What follows belongs to an exercise in optimizing a design on an open flow for small area, a short achievable clock period and few clock cycles per item; a production flow would make more cautious choices. At most, simulation tests tie the RTL to the original design; equivalence was not proved.

==> job 129: inputs <==
// des_enc
module des_enc (
    input         clk,
    input         rst,
    input         in_valid,
    output        in_ready,
    input  [63:0] in_block,
    input  [63:0] in_key,
    output        out_valid,
    output [63:0] out_block
);
wire [63:0] ip_w;
wire [55:0] cd_w;
des_ip u_ip (.x(in_block), .y(ip_w));
des_pc1 u_pc1 (.key(in_key), .cd(cd_w));
reg [4:0] v_q;
reg [63:0] lr0_q;
reg [55:0] cd0_q;
reg [63:0] lr1_q;
reg [55:0] cd1_q;
reg [63:0] lr2_q;
reg [55:0] cd2_q;
reg [63:0] lr3_q;
reg [55:0] cd3_q;
reg [63:0] out_q;
wire [63:0] st0_w;
des_rounds_1_4 u_st0 (.lr_in(lr0_q), .cd(cd0_q), .lr_out(st0_w));
wire [63:0] st1_w;
des_rounds_5_8 u_st1 (.lr_in(lr1_q), .cd(cd1_q), .lr_out(st1_w));
wire [63:0] st2_w;
des_rounds_9_12 u_st2 (.lr_in(lr2_q), .cd(cd2_q), .lr_out(st2_w));
wire [63:0] st3_w;
des_rounds_13_16 u_st3 (.lr_in(lr3_q), .cd(cd3_q), .lr_out(st3_w));
wire [63:0] fp_w;
des_fp u_fp (.x({st3_w[31:0], st3_w[63:32]}), .y(fp_w));
always @(posedge clk) begin
    if (rst) v_q <= 0;
    else v_q <= {v_q[3:0], in_valid};
    lr0_q <= ip_w;
    cd0_q <= cd_w;
    lr1_q <= st0_w;
    cd1_q <= cd0_q;
    lr2_q <= st1_w;
    cd2_q <= cd1_q;
    lr3_q <= st2_w;
    cd3_q <= cd2_q;
    out_q <= fp_w;
end
assign in_ready = 1'b1;
assign out_valid = v_q[4];
assign out_block = out_q;
endmodule
==> flow/config.mk <==
export PLATFORM = sky130hd
export DESIGN_NAME = des_enc
export DESIGN_NICKNAME = des_enc
export VERILOG_FILES = /design/flow/design.v
export SDC_FILE = /design/flow/constraint.sdc
export NUM_CORES = 8
export LEC_CHECK = 0
export CAP_MARGIN = 20
export CORE_MARGIN = 2
export CORE_UTILIZATION = 40
export CTS_CLUSTER_DIAMETER = 100
export CTS_CLUSTER_SIZE = 30
export SLEW_MARGIN = 20
==> flow/constraint.sdc <==
create_clock -name core_clock -period 50.0 [get_ports {clk}]
set_input_delay 10.0000 -clock core_clock [delete_from_list [all_inputs] [get_ports {clk}]]
set_output_delay 10.0000 -clock core_clock [all_outputs]
set_load 0.01 [all_outputs]
standard.sh (not shown) runs the stock make flow with config.mk's settings and CLKGATE_MAP_FILE= SYNTH_SCRIPT=/design/flow/synth_recipe.tcl, a recipe that flattens the netlist after the stock synthesis.
==> flow/flow/run.sh <==
#!/bin/bash
# Own flow: the standard layout (standard.sh), with the S-box modules replaced by
# pre-mapped gate-level netlists during synthesis (see swap.tcl).
set -euo pipefail
W=$(pwd)
export SYNTH_CANONICALIZE_TCL=$W/flow/swap.tcl
BUFFER_PORTS_ARGS="-buffer_cell sky130_fd_sc_hd__buf_1" bash standard.sh SETUP_SLACK_MARGIN=38.75 finish > $W/standard.log 2>&1 || { tail -50 $W/standard.log; exit 1; }
for f in $W/orfs/logs/*/*/*/*.log; do cp "$f" $W/ 2>/dev/null || true; done
tail -5 $W/standard.log
Other scripts of this flow, unchanged in this note and not shown: flow/flow/sbk_gates.v, flow/flow/swap.tcl
==> inputs of job 7159, as changes to job 129 <==
==> flow/flow/run.sh (replaced) <==
#!/bin/bash
# Own flow: the standard layout (standard.sh), with the S-box modules replaced by
# pre-mapped gate-level netlists during synthesis (see swap.tcl).
set -euo pipefail
W=$(pwd)
export SYNTH_CANONICALIZE_TCL=$W/flow/swap.tcl
BUFFER_PORTS_ARGS="-buffer_cell sky130_fd_sc_hd__buf_1" bash standard.sh SETUP_SLACK_MARGIN=39 finish > $W/standard.log 2>&1 || { tail -50 $W/standard.log; exit 1; }
for f in $W/orfs/logs/*/*/*/*.log; do cp "$f" $W/ 2>/dev/null || true; done
tail -5 $W/standard.log
==> comparison <==
- Clock skew: job 129 is lower than job 7159 (1.9 ps).
- Against job 7159, the core utilization of job 129 is lower by 0.76 points.
- In routed wire length, job 7159 and job 129 hardly differ.
- Register-to-register slack: job 129 is lower than job 7159 (310 ps).
- In job 129 the sequential share of layout area is higher than in job 7159, by 0.20 points.
- In global-route usage, job 129 and job 7159 hardly differ.
- Between job 129 and job 7159, the lower final area is in job 129 (gap 1.7%, measured against job 7159).
- Via count is about the same in job 129 and job 7159.
- In non-clock buffer count, job 129 and job 7159 do not differ.
==> figures <==
Outcome: job 7159 finished clean; job 129 finished clean
Routed length per placed instance: job 7159 21.8 µm; job 129 21.8 µm
Sequential cell area: job 7159 11100 µm²; job 129 11000 µm²
Max Clock Skew: job 7159 48.7 ps; job 129 46.7 ps
CP arrival: job 7159 1110 ps; job 129 1150 ps
Clock network share of area: job 7159 0.0227; job 129 0.0230
Global routing usage on met1: job 7159 0.335; job 129 0.335
Maximum clock frequency: job 7159 0.0900 GHz; job 129 0.0897 GHz
Worst max-slew margin expressed relative to the limit: job 7159 0.185; job 129 0.188
Area share of buffers outside the clock network: job 7159 0.0220; job 129 0.0175
Number of vias after detailed routing: job 7159 64300; job 129 64300
Detailed-route wire length on metal 1: job 7159 85.5 mm; job 129 85.2 mm
Wire length of the first global-routing pass: job 7159 348 mm; job 129 348 mm
Number of gates given a new drive strength after cts: job 7159 89; job 129 1
Final clock period utilization by the worst path: job 7159 0.222; job 129 0.223
Crit path time final: job 7159 11110 ps; job 129 11150 ps
Cell with the largest stage delay on the worst path: job 7159 dfxtp_2; job 129 dfxtp_1
Antenna violations before repair: job 7159 1; job 129 2
CP startpoint: job 7159 out_q[11]$_DFF_P_; job 129 out_q[35]$_DFF_P_
Hold Worst Slack: job 7159 411 ps; job 129 417 ps
Global-route track usage on met3: job 7159 0.0280; job 129 0.0282
Testbench counts of job 129, summed over its fixed seeds: cycles 2,088, items 2,048.
Testbench counts of job 7159, summed over its fixed seeds: cycles 2,088, items 2,048.

* * *

==> branch juniper: inputs <==
Starting RTL as in the previous note.
==> flow/config.mk <==
export PLATFORM = sky130hd
export DESIGN_NAME = des_enc
export DESIGN_NICKNAME = des_enc
export VERILOG_FILES = /design/flow/design.v
export SDC_FILE = /design/flow/constraint.sdc
export NUM_CORES = 8
export LEC_CHECK = 0
export CAP_MARGIN = 20
export CORE_MARGIN = 2
export CORE_UTILIZATION = 40
export SLEW_MARGIN = 20
==> flow/constraint.sdc <==
create_clock -name core_clock -period 50.0 [get_ports {clk}]
set_input_delay 10.0000 -clock core_clock [delete_from_list [all_inputs] [get_ports {clk}]]
set_output_delay 10.0000 -clock core_clock [all_outputs]
set_load 0.01 [all_outputs]
==> flow/flow/run.sh <==
#!/bin/bash
# Own flow: the standard layout (standard.sh), with the S-box modules replaced by
# pre-mapped gate-level netlists during synthesis (see swap.tcl).
set -euo pipefail
W=$(pwd)
export SYNTH_CANONICALIZE_TCL=$W/flow/swap.tcl
bash standard.sh SETUP_SLACK_MARGIN=39 finish > $W/standard.log 2>&1 || { tail -50 $W/standard.log; exit 1; }
for f in $W/orfs/logs/*/*/*/*.log; do cp "$f" $W/ 2>/dev/null || true; done
tail -5 $W/standard.log
Other scripts of this flow, unchanged in this note and not shown: flow/flow/sbk_gates.v, flow/flow/swap.tcl
==> branch amber: changes against branch juniper <==
--- a/flow/config.mk
+++ b/flow/config.mk
@@ -8,4 +8,5 @@
 export CAP_MARGIN = 20
 export CORE_MARGIN = 2
-export CORE_UTILIZATION = 40
+export CORE_UTILIZATION = 65
+export PLACE_DENSITY = 0.75
 export SLEW_MARGIN = 20
==> impl_metrics.json <==
{
  "wl_met2_microns": 124000,
  "slew-limit-headroom_pct": 11.8,
  "status": "timing/DRC/antenna clean",
  "wl_met3_microns": 19300,
  "drive_gt1_share_pct": 7.14,
  "worst_pin_slew_ns": 1.32,
  "hold_slack_ns": 0.440
}
-- figures above: branch juniper

==> impl_metrics.json <==
{
  "status": "timing/DRC/antenna clean",
  "vias": 79600,
  "hold_slack_ns": 0.406,
  "wl_met2_microns": 114000,
  "register_area_sq_um": 11000,
  "wl_met3_microns": 30200,
  "slew-limit-headroom_pct": 19.7,
  "worst_pin_slew_ns": 1.20
}
-- figures above: branch amber

Testbench counts of branch juniper, summed over its fixed seeds: cycles 2,088, items 2,048.
Testbench counts of branch amber, summed over its fixed seeds: cycles 2,088, items 2,048.

* * *

==> run Y: inputs <==
des_enc again, from the RTL that the note above started with.
Settings: LEC_CHECK=0, CAP_MARGIN=20, CORE_MARGIN=2, CORE_UTILIZATION=40, CTS_CLUSTER_DIAMETER=100, CTS_CLUSTER_SIZE=30, SLEW_MARGIN=20; clock period 50.0 ns.
==> flow/flow/run.sh <==
#!/bin/bash
# Own flow: the standard layout (standard.sh), with the S-box modules replaced by
# pre-mapped gate-level netlists during synthesis (see swap.tcl).
set -euo pipefail
W=$(pwd)
export SYNTH_CANONICALIZE_TCL=$W/flow/swap.tcl
BUFFER_PORTS_ARGS="-buffer_cell sky130_fd_sc_hd__buf_1" bash standard.sh SETUP_SLACK_MARGIN=38.75 finish > $W/standard.log 2>&1 || { tail -50 $W/standard.log; exit 1; }
for f in $W/orfs/logs/*/*/*/*.log; do cp "$f" $W/ 2>/dev/null || true; done
tail -5 $W/standard.log
Other scripts of this flow, unchanged in this note and not shown: flow/flow/sbk_gates.v, flow/flow/swap.tcl
==> run G: changes against run Y <==
--- a/flow/config.mk
+++ b/flow/config.mk
@@ -10,4 +10,5 @@
 export CORE_UTILIZATION = 40
 export CTS_CLUSTER_DIAMETER = 100
 export CTS_CLUSTER_SIZE = 30
+export PLACE_DENSITY = 0.85
 export SLEW_MARGIN = 20
==> run E: changes against run Y <==
--- a/flow/config.mk
+++ b/flow/config.mk
@@ -10,4 +10,5 @@
 export CORE_UTILIZATION = 40
 export CTS_CLUSTER_DIAMETER = 100
 export CTS_CLUSTER_SIZE = 30
+export PLACE_DENSITY = 0.75
 export SLEW_MARGIN = 20
==> results.py <==
metrics = {
    "outcome": {
        "status": "complete, no violations",
    },
    "layout": {
        "multi_input_area_share_pct": 73.1,
        "antenna_cells": 2,
    },
    "detailed_routing": {
        "first_pass_iters": 13,
        "drt_iter0_drc": 10846,
    },
    "clock_tree": {
        "cts_resized": 1,
        "cts_buffers": 36,
    },
    "global_routing": {
        "met3_usage_pct": 4.76,
    },
    "place": {
        "dp_cells": 9980,
        "finalWeightedCongestion": 1.09,
    },
    "worst_setup_path": {
        "r2r_slack_ps": 39190,
    },
}
The numbers above come from run G.

==> results.py <==
metrics = {
    "outcome": {
        "status": "complete, no violations",
    },
    "global_routing": {
        "grt_max_degree": 31,
        "met3_usage_pct": 3.47,
        "grtUsageTotal_pct": 31.9,
    },
    "layout": {
        "antenna_cells": 0,
        "multi_input_area_share_pct": 72.9,
    },
    "detailed_routing": {
        "drt_iter0_drc": 8677,
        "first_pass_iters": 13,
    },
    "worst_setup_path": {
        "r2r_slack_ps": 39230,
    },
    "sta": {
        "fin_crit_sh_pct": 22.3,
    },
    "floorplan": {
        "core_mm2": 0.136,
    },
    "clock_tree": {
        "cts_resized": 2,
        "cts_buffers": 38,
    },
    "place": {
        "finalWeightedCongestion": 1.03,
        "dp_cells": 10000,
    },
}
The numbers above come from run Y.

==> results.py <==
metrics = {
    "outcome": {
        "status": "complete, no violations",
    },
    "layout": {
        "multi_input_area_share_pct": 72.8,
        "antenna_cells": 2,
    },
    "place": {
        "finalWeightedCongestion": 1.08,
        "dp_cells": 9993,
    },
    "detailed_routing": {
        "drt_iter0_drc": 10103,
    },
    "worst_setup_path": {
        "r2r_slack_ps": 39220,
    },
    "global_routing": {
        "met3_usage_pct": 3.78,
    },
}
The numbers above come from run E.

Testbench counts of run Y, summed over its fixed seeds: cycles 2,088, items 2,048.
Testbench counts of run G, summed over its fixed seeds: cycles 2,088, items 2,048.
Testbench counts of run E, summed over its fixed seeds: cycles 2,088, items 2,048.

* * *

==> try-ember: inputs <==
Another version of the RTL of des_enc (not shown whole).
==> module des_rounds_1_5, before the edit <==
module des_rounds_1_5 (
    input  [63:0] lr_in,
    input  [55:0] cd,
    output [63:0] lr_out
);
wire [31:0] h [0:6];
assign h[0] = lr_in[63:32];
assign h[1] = lr_in[31:0];
wire [47:0] k1;
des_subkey1 u_k1 (.cd(cd), .k(k1));
des_round u_r1 (.l(h[0]), .r(h[1]), .k(k1), .r_new(h[2]));
wire [47:0] k2;
des_subkey2 u_k2 (.cd(cd), .k(k2));
des_round u_r2 (.l(h[1]), .r(h[2]), .k(k2), .r_new(h[3]));
wire [47:0] k3;
des_subkey3 u_k3 (.cd(cd), .k(k3));
des_round u_r3 (.l(h[2]), .r(h[3]), .k(k3), .r_new(h[4]));
wire [47:0] k4;
des_subkey4 u_k4 (.cd(cd), .k(k4));
des_round u_r4 (.l(h[3]), .r(h[4]), .k(k4), .r_new(h[5]));
wire [47:0] k5;
des_subkey5 u_k5 (.cd(cd), .k(k5));
des_round u_r5 (.l(h[4]), .r(h[5]), .k(k5), .r_new(h[6]));
assign lr_out = {h[5], h[6]};
endmodule
==> module des_rounds_6_10, before the edit <==
module des_rounds_6_10 (
    input  [63:0] lr_in,
    input  [55:0] cd,
    output [63:0] lr_out
);
wire [31:0] h [5:11];
assign h[5] = lr_in[63:32];
assign h[6] = lr_in[31:0];
wire [47:0] k6;
des_subkey6 u_k6 (.cd(cd), .k(k6));
des_round u_r6 (.l(h[5]), .r(h[6]), .k(k6), .r_new(h[7]));
wire [47:0] k7;
des_subkey7 u_k7 (.cd(cd), .k(k7));
des_round u_r7 (.l(h[6]), .r(h[7]), .k(k7), .r_new(h[8]));
wire [47:0] k8;
des_subkey8 u_k8 (.cd(cd), .k(k8));
des_round u_r8 (.l(h[7]), .r(h[8]), .k(k8), .r_new(h[9]));
wire [47:0] k9;
des_subkey9 u_k9 (.cd(cd), .k(k9));
des_round u_r9 (.l(h[8]), .r(h[9]), .k(k9), .r_new(h[10]));
wire [47:0] k10;
des_subkey10 u_k10 (.cd(cd), .k(k10));
des_round u_r10 (.l(h[9]), .r(h[10]), .k(k10), .r_new(h[11]));
assign lr_out = {h[10], h[11]};
endmodule
==> module des_rounds_11_16, before the edit <==
module des_rounds_11_16 (
    input  [63:0] lr_in,
    input  [55:0] cd,
    output [63:0] lr_out
);
wire [31:0] h [10:17];
assign h[10] = lr_in[63:32];
assign h[11] = lr_in[31:0];
wire [47:0] k11;
des_subkey11 u_k11 (.cd(cd), .k(k11));
des_round u_r11 (.l(h[10]), .r(h[11]), .k(k11), .r_new(h[12]));
wire [47:0] k12;
des_subkey12 u_k12 (.cd(cd), .k(k12));
des_round u_r12 (.l(h[11]), .r(h[12]), .k(k12), .r_new(h[13]));
wire [47:0] k13;
des_subkey13 u_k13 (.cd(cd), .k(k13));
des_round u_r13 (.l(h[12]), .r(h[13]), .k(k13), .r_new(h[14]));
wire [47:0] k14;
des_subkey14 u_k14 (.cd(cd), .k(k14));
des_round u_r14 (.l(h[13]), .r(h[14]), .k(k14), .r_new(h[15]));
wire [47:0] k15;
des_subkey15 u_k15 (.cd(cd), .k(k15));
des_round u_r15 (.l(h[14]), .r(h[15]), .k(k15), .r_new(h[16]));
wire [47:0] k16;
des_subkey16 u_k16 (.cd(cd), .k(k16));
des_round u_r16 (.l(h[15]), .r(h[16]), .k(k16), .r_new(h[17]));
assign lr_out = {h[16], h[17]};
endmodule
==> module des_enc, before the edit <==
module des_enc (
    input         clk,
    input         rst,
    input         in_valid,
    output        in_ready,
    input  [63:0] in_block,
    input  [63:0] in_key,
    output        out_valid,
    output [63:0] out_block
);
wire [63:0] ip_w;
wire [55:0] cd_w;
des_ip u_ip (.x(in_block), .y(ip_w));
des_pc1 u_pc1 (.key(in_key), .cd(cd_w));
reg [3:0] v_q;
reg [63:0] lr0_q;
reg [55:0] cd0_q;
reg [63:0] lr1_q;
reg [55:0] cd1_q;
reg [63:0] lr2_q;
reg [55:0] cd2_q;
reg [63:0] out_q;
wire [63:0] st0_w;
des_rounds_1_5 u_st0 (.lr_in(lr0_q), .cd(cd0_q), .lr_out(st0_w));
wire [63:0] st1_w;
des_rounds_6_10 u_st1 (.lr_in(lr1_q), .cd(cd1_q), .lr_out(st1_w));
wire [63:0] st2_w;
des_rounds_11_16 u_st2 (.lr_in(lr2_q), .cd(cd2_q), .lr_out(st2_w));
wire [63:0] fp_w;
des_fp u_fp (.x({st2_w[31:0], st2_w[63:32]}), .y(fp_w));
always @(posedge clk) begin
    if (rst) v_q <= 0;
    else v_q <= {v_q[2:0], in_valid};
    lr0_q <= ip_w;
    cd0_q <= cd_w;
    lr1_q <= st0_w;
    cd1_q <= cd0_q;
    lr2_q <= st1_w;
    cd2_q <= cd1_q;
    out_q <= fp_w;
end
assign in_ready = 1'b1;
assign out_valid = v_q[3];
assign out_block = out_q;
endmodule
clock: 50.0 ns
lec_check: 0
cap_margin: 20
core_margin: 2
core_utilization: 40
slew_margin: 20
==> flow/flow/run.sh <==
#!/bin/bash
# Own flow: the standard layout (standard.sh), with the S-box modules replaced by
# pre-mapped gate-level netlists during synthesis (see swap.tcl).
set -euo pipefail
W=$(pwd)
export SYNTH_CANONICALIZE_TCL=$W/flow/swap.tcl
bash standard.sh SETUP_SLACK_MARGIN=39 finish > $W/standard.log 2>&1 || { tail -50 $W/standard.log; exit 1; }
for f in $W/orfs/logs/*/*/*/*.log; do cp "$f" $W/ 2>/dev/null || true; done
tail -5 $W/standard.log
Other scripts of this flow, unchanged in this note and not shown: flow/flow/sbk_gates.v, flow/flow/swap.tcl
==> try-zinc (differences from try-ember) <==
--- a/flow/design.v
+++ b/flow/design.v
@@ -760,10 +760,10 @@
 des_sbk8 u_s8 (.r({r[4], r[3], r[2], r[1], r[0], r[31]}), .k({k[5], k[4], k[3], k[2], k[1], k[0]}), .l({l[27], l[5], l[17], l[11]}), .o({r_new[27], r_new[5], r_new[17], r_new[11]}));
 endmodule
-module des_rounds_1_5 (
+module des_rounds_1_4 (
     input  [63:0] lr_in,
     input  [55:0] cd,
     output [63:0] lr_out
 );
-wire [31:0] h [0:6];
+wire [31:0] h [0:5];
 assign h[0] = lr_in[63:32];
 assign h[1] = lr_in[31:0];
@@ -780,17 +780,17 @@
 des_subkey4 u_k4 (.cd(cd), .k(k4));
 des_round u_r4 (.l(h[3]), .r(h[4]), .k(k4), .r_new(h[5]));
-wire [47:0] k5;
-des_subkey5 u_k5 (.cd(cd), .k(k5));
-des_round u_r5 (.l(h[4]), .r(h[5]), .k(k5), .r_new(h[6]));
-assign lr_out = {h[5], h[6]};
+assign lr_out = {h[4], h[5]};
 endmodule
-module des_rounds_6_10 (
+module des_rounds_5_8 (
     input  [63:0] lr_in,
     input  [55:0] cd,
     output [63:0] lr_out
 );
-wire [31:0] h [5:11];
-assign h[5] = lr_in[63:32];
-assign h[6] = lr_in[31:0];
+wire [31:0] h [4:9];
+assign h[4] = lr_in[63:32];
+assign h[5] = lr_in[31:0];
+wire [47:0] k5;
+des_subkey5 u_k5 (.cd(cd), .k(k5));
+des_round u_r5 (.l(h[4]), .r(h[5]), .k(k5), .r_new(h[6]));
 wire [47:0] k6;
 des_subkey6 u_k6 (.cd(cd), .k(k6));
@@ -802,4 +802,14 @@
 des_subkey8 u_k8 (.cd(cd), .k(k8));
 des_round u_r8 (.l(h[7]), .r(h[8]), .k(k8), .r_new(h[9]));
+assign lr_out = {h[8], h[9]};
+endmodule
+module des_rounds_9_12 (
+    input  [63:0] lr_in,
+    input  [55:0] cd,
+    output [63:0] lr_out
+);
+wire [31:0] h [8:13];
+assign h[8] = lr_in[63:32];
+assign h[9] = lr_in[31:0];
 wire [47:0] k9;
 des_subkey9 u_k9 (.cd(cd), .k(k9));
@@ -808,14 +818,4 @@
 des_subkey10 u_k10 (.cd(cd), .k(k10));
 des_round u_r10 (.l(h[9]), .r(h[10]), .k(k10), .r_new(h[11]));
-assign lr_out = {h[10], h[11]};
-endmodule
-module des_rounds_11_16 (
-    input  [63:0] lr_in,
-    input  [55:0] cd,
-    output [63:0] lr_out
-);
-wire [31:0] h [10:17];
-assign h[10] = lr_in[63:32];
-assign h[11] = lr_in[31:0];
 wire [47:0] k11;
 des_subkey11 u_k11 (.cd(cd), .k(k11));
@@ -824,4 +824,14 @@
 des_subkey12 u_k12 (.cd(cd), .k(k12));
 des_round u_r12 (.l(h[11]), .r(h[12]), .k(k12), .r_new(h[13]));
+assign lr_out = {h[12], h[13]};
+endmodule
+module des_rounds_13_16 (
+    input  [63:0] lr_in,
+    input  [55:0] cd,
+    output [63:0] lr_out
+);
+wire [31:0] h [12:17];
+assign h[12] = lr_in[63:32];
+assign h[13] = lr_in[31:0];
 wire [47:0] k13;
 des_subkey13 u_k13 (.cd(cd), .k(k13));
@@ -852,5 +862,5 @@
 des_ip u_ip (.x(in_block), .y(ip_w));
 des_pc1 u_pc1 (.key(in_key), .cd(cd_w));
-reg [3:0] v_q;
+reg [4:0] v_q;
 reg [63:0] lr0_q;
 reg [55:0] cd0_q;
@@ -859,16 +869,20 @@
 reg [63:0] lr2_q;
 reg [55:0] cd2_q;
+reg [63:0] lr3_q;
+reg [55:0] cd3_q;
 reg [63:0] out_q;
 wire [63:0] st0_w;
-des_rounds_1_5 u_st0 (.lr_in(lr0_q), .cd(cd0_q), .lr_out(st0_w));
+des_rounds_1_4 u_st0 (.lr_in(lr0_q), .cd(cd0_q), .lr_out(st0_w));
 wire [63:0] st1_w;
-des_rounds_6_10 u_st1 (.lr_in(lr1_q), .cd(cd1_q), .lr_out(st1_w));
+des_rounds_5_8 u_st1 (.lr_in(lr1_q), .cd(cd1_q), .lr_out(st1_w));
 wire [63:0] st2_w;
-des_rounds_11_16 u_st2 (.lr_in(lr2_q), .cd(cd2_q), .lr_out(st2_w));
+des_rounds_9_12 u_st2 (.lr_in(lr2_q), .cd(cd2_q), .lr_out(st2_w));
+wire [63:0] st3_w;
+des_rounds_13_16 u_st3 (.lr_in(lr3_q), .cd(cd3_q), .lr_out(st3_w));
 wire [63:0] fp_w;
-des_fp u_fp (.x({st2_w[31:0], st2_w[63:32]}), .y(fp_w));
+des_fp u_fp (.x({st3_w[31:0], st3_w[63:32]}), .y(fp_w));
 always @(posedge clk) begin
     if (rst) v_q <= 0;
-    else v_q <= {v_q[2:0], in_valid};
+    else v_q <= {v_q[3:0], in_valid};
     lr0_q <= ip_w;
     cd0_q <= cd_w;
@@ -877,8 +891,10 @@
     lr2_q <= st1_w;
     cd2_q <= cd1_q;
+    lr3_q <= st2_w;
+    cd3_q <= cd2_q;
     out_q <= fp_w;
 end
 assign in_ready = 1'b1;
-assign out_valid = v_q[3];
+assign out_valid = v_q[4];
 assign out_block = out_q;
 endmodule
==> flow/flow/run.sh (replaced) <==
#!/bin/bash
# Own flow: the standard layout (standard.sh), with the S-box modules replaced by
# pre-mapped gate-level netlists during synthesis (see swap.tcl).
set -euo pipefail
W=$(pwd)
export SYNTH_CANONICALIZE_TCL=$W/flow/swap.tcl
bash standard.sh finish > $W/standard.log 2>&1 || { tail -50 $W/standard.log; exit 1; }
for f in $W/orfs/logs/*/*/*/*.log; do cp "$f" $W/ 2>/dev/null || true; done
tail -5 $W/standard.log
==> reports/qor.log <==
INFO  setup_path     critical-path-slowest-cell=sky130_fd_sc_hd__xor2_1
INFO  worst_hold_path hold_depth=0
INFO  floorplanning  fp-row-count=148
INFO  sta            finalWorstSetupSlack=37,750ps
INFO  placed_design  post_dp_cell_area=0.0718mm^2
INFO  route          wl_met3=18.8mm
INFO  cells_and_area most-common-layout-cells=sky130_fd_sc_hd__nand2_1 (1,152), sky130_fd_sc_hd__o21ai_0 (1,131), sky130_fd_sc_hd__xnor2_1 (949), sky130_fd_sc_hd__nor2_1 (928), sky130_fd_sc_hd__a21oi_1 (864)
INFO  run_status     run_status=complete, no violations
INFO  setup_path     timing.critical_path.buf_inv=0
INFO  cells_and_area syn_to_final_growth=13.5%
INFO  cells_and_area numSequentialCells=549
INFO  synth          netlist_instances=9,612
INFO  synth          synth_compound_gate_area_share=33.1%
the above is filed under try-zinc

==> reports/qor.log <==
INFO  clock_network  tritoncts.num_buffers=54
INFO  route          wl_met3=22.6mm
INFO  setup_path     timing.critical_path.buf_inv=15
INFO  run_status     run_status=complete, no violations
INFO  synth          synth_area_per_cell=6.64um^2
INFO  cells_and_area most-common-layout-cells=sky130_fd_sc_hd__buf_4 (1,322), sky130_fd_sc_hd__nand2_1 (1,108), sky130_fd_sc_hd__o21ai_0 (986), sky130_fd_sc_hd__nor2_1 (876), sky130_fd_sc_hd__a21oi_1 (794)
INFO  worst_hold_path hold_depth=1
INFO  cells_and_area numSequentialCells=428
INFO  placed_design  post_dp_cell_area=0.0707mm^2
INFO  synth          synth_compound_gate_area_share=34.4%
INFO  synth          netlist_instances=9,490
INFO  sta            finalWorstSetupSlack=38,040ps
INFO  route          route.detailed.vias_per_inst=6.27
the above is filed under try-ember

Testbench counts of try-zinc, summed over its fixed seeds: cycles 2,088, items 2,048.
For try-ember, only the layout was checked, not whether the RTL still works.

separate check: timing with driven ports:
The flow's constraints put no driver on any port. The routed layouts listed below were extracted and timed again, unchanged, in two steps. Step 1 (the two cells are an assumption about what drives the block):
set clk [get_ports {clk}]
set_driving_cell -lib_cell sky130_fd_sc_hd__clkbuf_16 $clk
set_driving_cell -lib_cell sky130_fd_sc_hd__buf_2 [delete_from_list [all_inputs] $clk]
Step 2 also shifts input and output timing later by t, the mid clock arrival at the registers, as if the neighbouring blocks saw the same clock. Slacks: ideal ports / drivers / drivers and shift; pairs: ideal ports / drivers.
run	t (ns)	setup slack, ns	worst setup path at the end
job 129	0.726	38.851 / 38.772 / 39.165	register to register
job 7159	0.728	38.893 / 38.815 / 39.479	register to register
branch juniper	0.758	38.874 / 38.786 / 39.270	input to register
branch amber	0.770	38.862 / 38.776 / 38.948	register to register
run Y	0.735	38.827 / 38.746 / 39.227	register to register
run G	0.722	38.845 / 38.770 / 39.190	register to register
run E	0.704	38.864 / 38.785 / 39.221	register to register
try-ember	0.762	38.041 / 38.041 / 38.041	register to register
try-zinc	0.758	37.752 / 37.752 / 37.752	register to register
After both steps every run listed still meets setup and hold.
